What follows belongs to an exercise in optimizing a design on an open flow for small area and a short achievable clock period; a production flow would make more cautious choices. The RTL was checked by simulation tests, not by an equivalence proof against the original design.

==> inputs of job 555 <==
// fpmult_top
module fpmult_top(
    input             clk,
    input      [7:0]  a,
    input      [7:0]  b,
    output reg [15:0] c
);
==> module fpmult, before the edit <==
module fpmult(a,b,c);
input [7:0]a,b;
output [15:0]c;
wire [7:0]m1;
wire [8:0]m2;
wire [9:0]m3;
wire [10:0]m4;
wire [11:0]m5;
wire [12:0]m6;
wire [13:0]m7;
wire [14:0]m8;
wire [15:0]s1,s2,s3,s4,s5,s6,s7;
assign m1 = {8{a[0]}} & b[7:0];
assign m2 = {8{a[1]}} & b[7:0];
assign m3 = {8{a[2]}} & b[7:0];
assign m4 = {8{a[3]}} & b[7:0];
assign m5 = {8{a[4]}} & b[7:0];
assign m6 = {8{a[5]}} & b[7:0];
assign m7 = {8{a[6]}} & b[7:0];
assign m8 = {8{a[7]}} & b[7:0];
assign s1 = m1 + (m2<<1);
assign s2 = s1 + (m3<<2);
assign s3 = s2 + (m4<<3);
assign s4 = s3 + (m5<<4);
assign s5 = s4 + (m6<<5);
assign s6 = s5 + (m7<<6);
assign s7 = s6 + (m8<<7);
assign c=s7;
endmodule
export LEC_CHECK = 0
export CAP_MARGIN = 20
export CORE_MARGIN = 2
export CORE_UTILIZATION = 40
export PLACE_DENSITY = 0.6
export SLEW_MARGIN = 20
create_clock -name core_clock -period 6.0 [get_ports {clk}]
run.sh (not shown) runs the stock make flow with config.mk's settings and CLKGATE_MAP_FILE= SYNTH_SCRIPT=/design/flow/synth_recipe.tcl, a recipe that flattens the netlist after the stock synthesis.
==> job 6086: changes against job 555 <==
==> flow/design.v (replaced) <==
`timescale 1ns / 1ps
module fpmult_top(
    input             clk,
    input      [7:0]  a,
    input      [7:0]  b,
    output reg [15:0] c
);
    reg  [7:0]  a_q, b_q;
    wire [15:0] c_d;
    fpmult u_mult (.a(a_q), .b(b_q), .c(c_d));
    always @(posedge clk) begin
        a_q <= a;
        b_q <= b;
        c   <= c_d;
    end
endmodule

module fpmult(a,b,c);
input [7:0]a,b;
output [15:0]c;
function [31:0] c42;    
  input [15:0] x1, x2, x3, x4;
  reg [15:0] s, k; reg [16:0] ci; reg t1, t2, d; integer i;
  begin
    ci[0] = 1'b0;
    for (i = 0; i < 16; i = i + 1) begin
      t1 = x1[i] ^ x2[i];
      t2 = x3[i] ^ x4[i];
      d  = t1 ^ t2;
      ci[i+1] = t1 ? x3[i] : x1[i];
      s[i] = d ^ ci[i];
      k[i] = d ? ci[i] : x4[i];
    end
    c42 = {k[14:0], 1'b0, s};
  end
endfunction
wire [15:0] pp0 = {8'b0, {8{a[0]}} & b};
wire [15:0] pp1 = {7'b0, {8{a[1]}} & b, 1'b0};
wire [15:0] pp2 = {6'b0, {8{a[2]}} & b, 2'b0};
wire [15:0] pp3 = {5'b0, {8{a[3]}} & b, 3'b0};
wire [15:0] pp4 = {4'b0, {8{a[4]}} & b, 4'b0};
wire [15:0] pp5 = {3'b0, {8{a[5]}} & b, 5'b0};
wire [15:0] pp6 = {2'b0, {8{a[6]}} & b, 6'b0};
wire [15:0] pp7 = {1'b0, {8{a[7]}} & b, 7'b0};
wire [31:0] l1a = c42(pp0, pp1, pp2, pp3);
wire [31:0] l1b = c42(pp4, pp5, pp6, pp7);
wire [31:0] l2  = c42(l1a[15:0], l1a[31:16], l1b[15:0], l1b[31:16]);
assign c = l2[15:0] + l2[31:16];
endmodule
==> flow/flow/run.sh (new file) <==
#!/bin/bash
# Layout flow: the standard flow (standard.sh) with these ORFS variables set:
#  - SYNTH_ARGS=-noabc and ADDER_MAP_FILE= : keep the RTL's compressor structure
#    (no early ABC pass, no full/half adder cells) until the final ABC mapping,
#  - SYNTH_SCRIPT: synth_recipe.tcl with the final ABC mapping done by flow/abc.script,
#  - BUFFER_PORTS_ARGS: the port buffers are sky130_fd_sc_hd__buf_1.
# make's full output goes to standard.log; each ORFS step logs under orfs/logs.
set -euo pipefail
here=$(cd "$(dirname "${BASH_SOURCE[0]}")" && pwd)
bash standard.sh \
  "SYNTH_SCRIPT=$here/synth.tcl" \
  SYNTH_ARGS=-noabc \
  ADDER_MAP_FILE= \
  "BUFFER_PORTS_ARGS=-buffer_cell sky130_fd_sc_hd__buf_1" \
  finish > standard.log 2>&1
==> flow/flow/abc.script (new file) <==
strash
dch
map -D 2000
topo
stime -c
buffer -c
upsize -c -D 2000
dnsize -c -D 2000
==> flow/flow/synth.tcl (new file) <==
# The standard flow's synthesis script (synth_recipe.tcl) with one change: Yosys's abc pass
# maps with flow/abc.script instead of the ORFS script.
set ::own_abc_script [file join [file dirname [file normalize [info script]]] abc.script]
proc synth {args} { yosys synth -nofsm -noshare {*}$args }
proc abc {args} {
  set i [lsearch -exact $args -script]
  if { $i >= 0 } { lset args [expr {$i + 1}] $::own_abc_script }
  yosys abc {*}$args
}
source $::env(SCRIPTS_DIR)/synth.tcl
# left out here: clear keep_hierarchy, flatten, clean up, hide names made inside functions, write 1_2_yosys.v
==> flow/standard.sh (new file) <==
#!/bin/bash
# synth_recipe.tcl (not shown) runs the flow's synth.tcl, then flattens the netlist and writes it again
# the make line also repeats each setting of config.mk as NAME=value (left out here)
make -C /OpenROAD-flow-scripts/flow DESIGN_CONFIG=/design/flow/config.mk WORK_HOME=/design/flow/orfs CLKGATE_MAP_FILE= SYNTH_SCRIPT=/design/flow/synth_recipe.tcl "${@:-finish}"
SETUP_SLACK_MARGIN = 2.8   (was not set)
removed: flow/run.sh
==> comparison table <==
| metric | job 555 | job 6086 |
|---|---|---|
| Run status | finished clean | finished clean |
| Detail Route met2 WL | 2.25 mm | 3.15 mm |
| Fraction of area in registers | 19.8% | 19.9% |
| Fill cell instance count of the final layout | 651 | 848 |
| Core Util, Final | 48.5% | 45.8% |
| Met3 routed WL | 165 um | 297 um |
| GRT met2 Usage | 22.6% | 29.3% |
| Register area share after synthesis | 23.6% | 21.1% |
| Routability cong. | 0.755 | 0.902 |
| Die width | 86.3 um | 91.1 um |
| Final worst hold slack | 0.581 ns | 0.617 ns |
| Mapped Cells | 280 | 486 |
| RSZ-0062 raised after global routing | false | true |
| Syn avg cell area | 9.68 um2 | 6.25 um2 |
| Top-area cell type share of the netlist area | 25.1% | 21.1% |
| Capture instance of the worst register-to-register path | c[15]$_DFF_P_ | c[13]$_DFF_P_ |
| Standard cell area after detailed placement | 0.00313 mm2 | 0.00321 mm2 |
| Number of multi-input combinational cells | 191 | 391 |
| Launch point of the worst hold path | b_q[0]$_DFF_P_ | a_q[1]$_DFF_P_ |
| Max Clock Freq | 0.183 GHz | 0.350 GHz |
| Drt wl/cell | 11.5 um | 11.5 um |
| Post-route cell area | 0.00324 mm2 | 0.00334 mm2 |

-- re-timing with driven ports --
The results above use ideal ports. As a check the final layouts listed here were re-extracted and re-timed, cells and wires unchanged.
Step 1 (the two cells are an assumption about what drives the block):
set clk [get_ports {clk}]
set_driving_cell -lib_cell sky130_fd_sc_hd__clkbuf_16 $clk
set_driving_cell -lib_cell sky130_fd_sc_hd__buf_2 [delete_from_list [all_inputs] $clk]
Step 2 moves the port delays by t, midway between the first and last clock arrival at a register: inputs arrive t later, outputs are due t later. That takes back most of the time a late clock gives input paths.
Three values: ideal, step 1, step 2; two values: the first two.
run | shift t [ns] | slack for setup (ns) | hold WS [ns]
job 555 | 0.317 | 0.536 / 0.536 / 0.536 | 0.581 / 0.581 / 0.581
job 6086 | 0.320 | 3.146 / 3.146 / 3.146 | 0.617 / 0.617 / 0.617
After both steps every run listed still meets setup and hold.
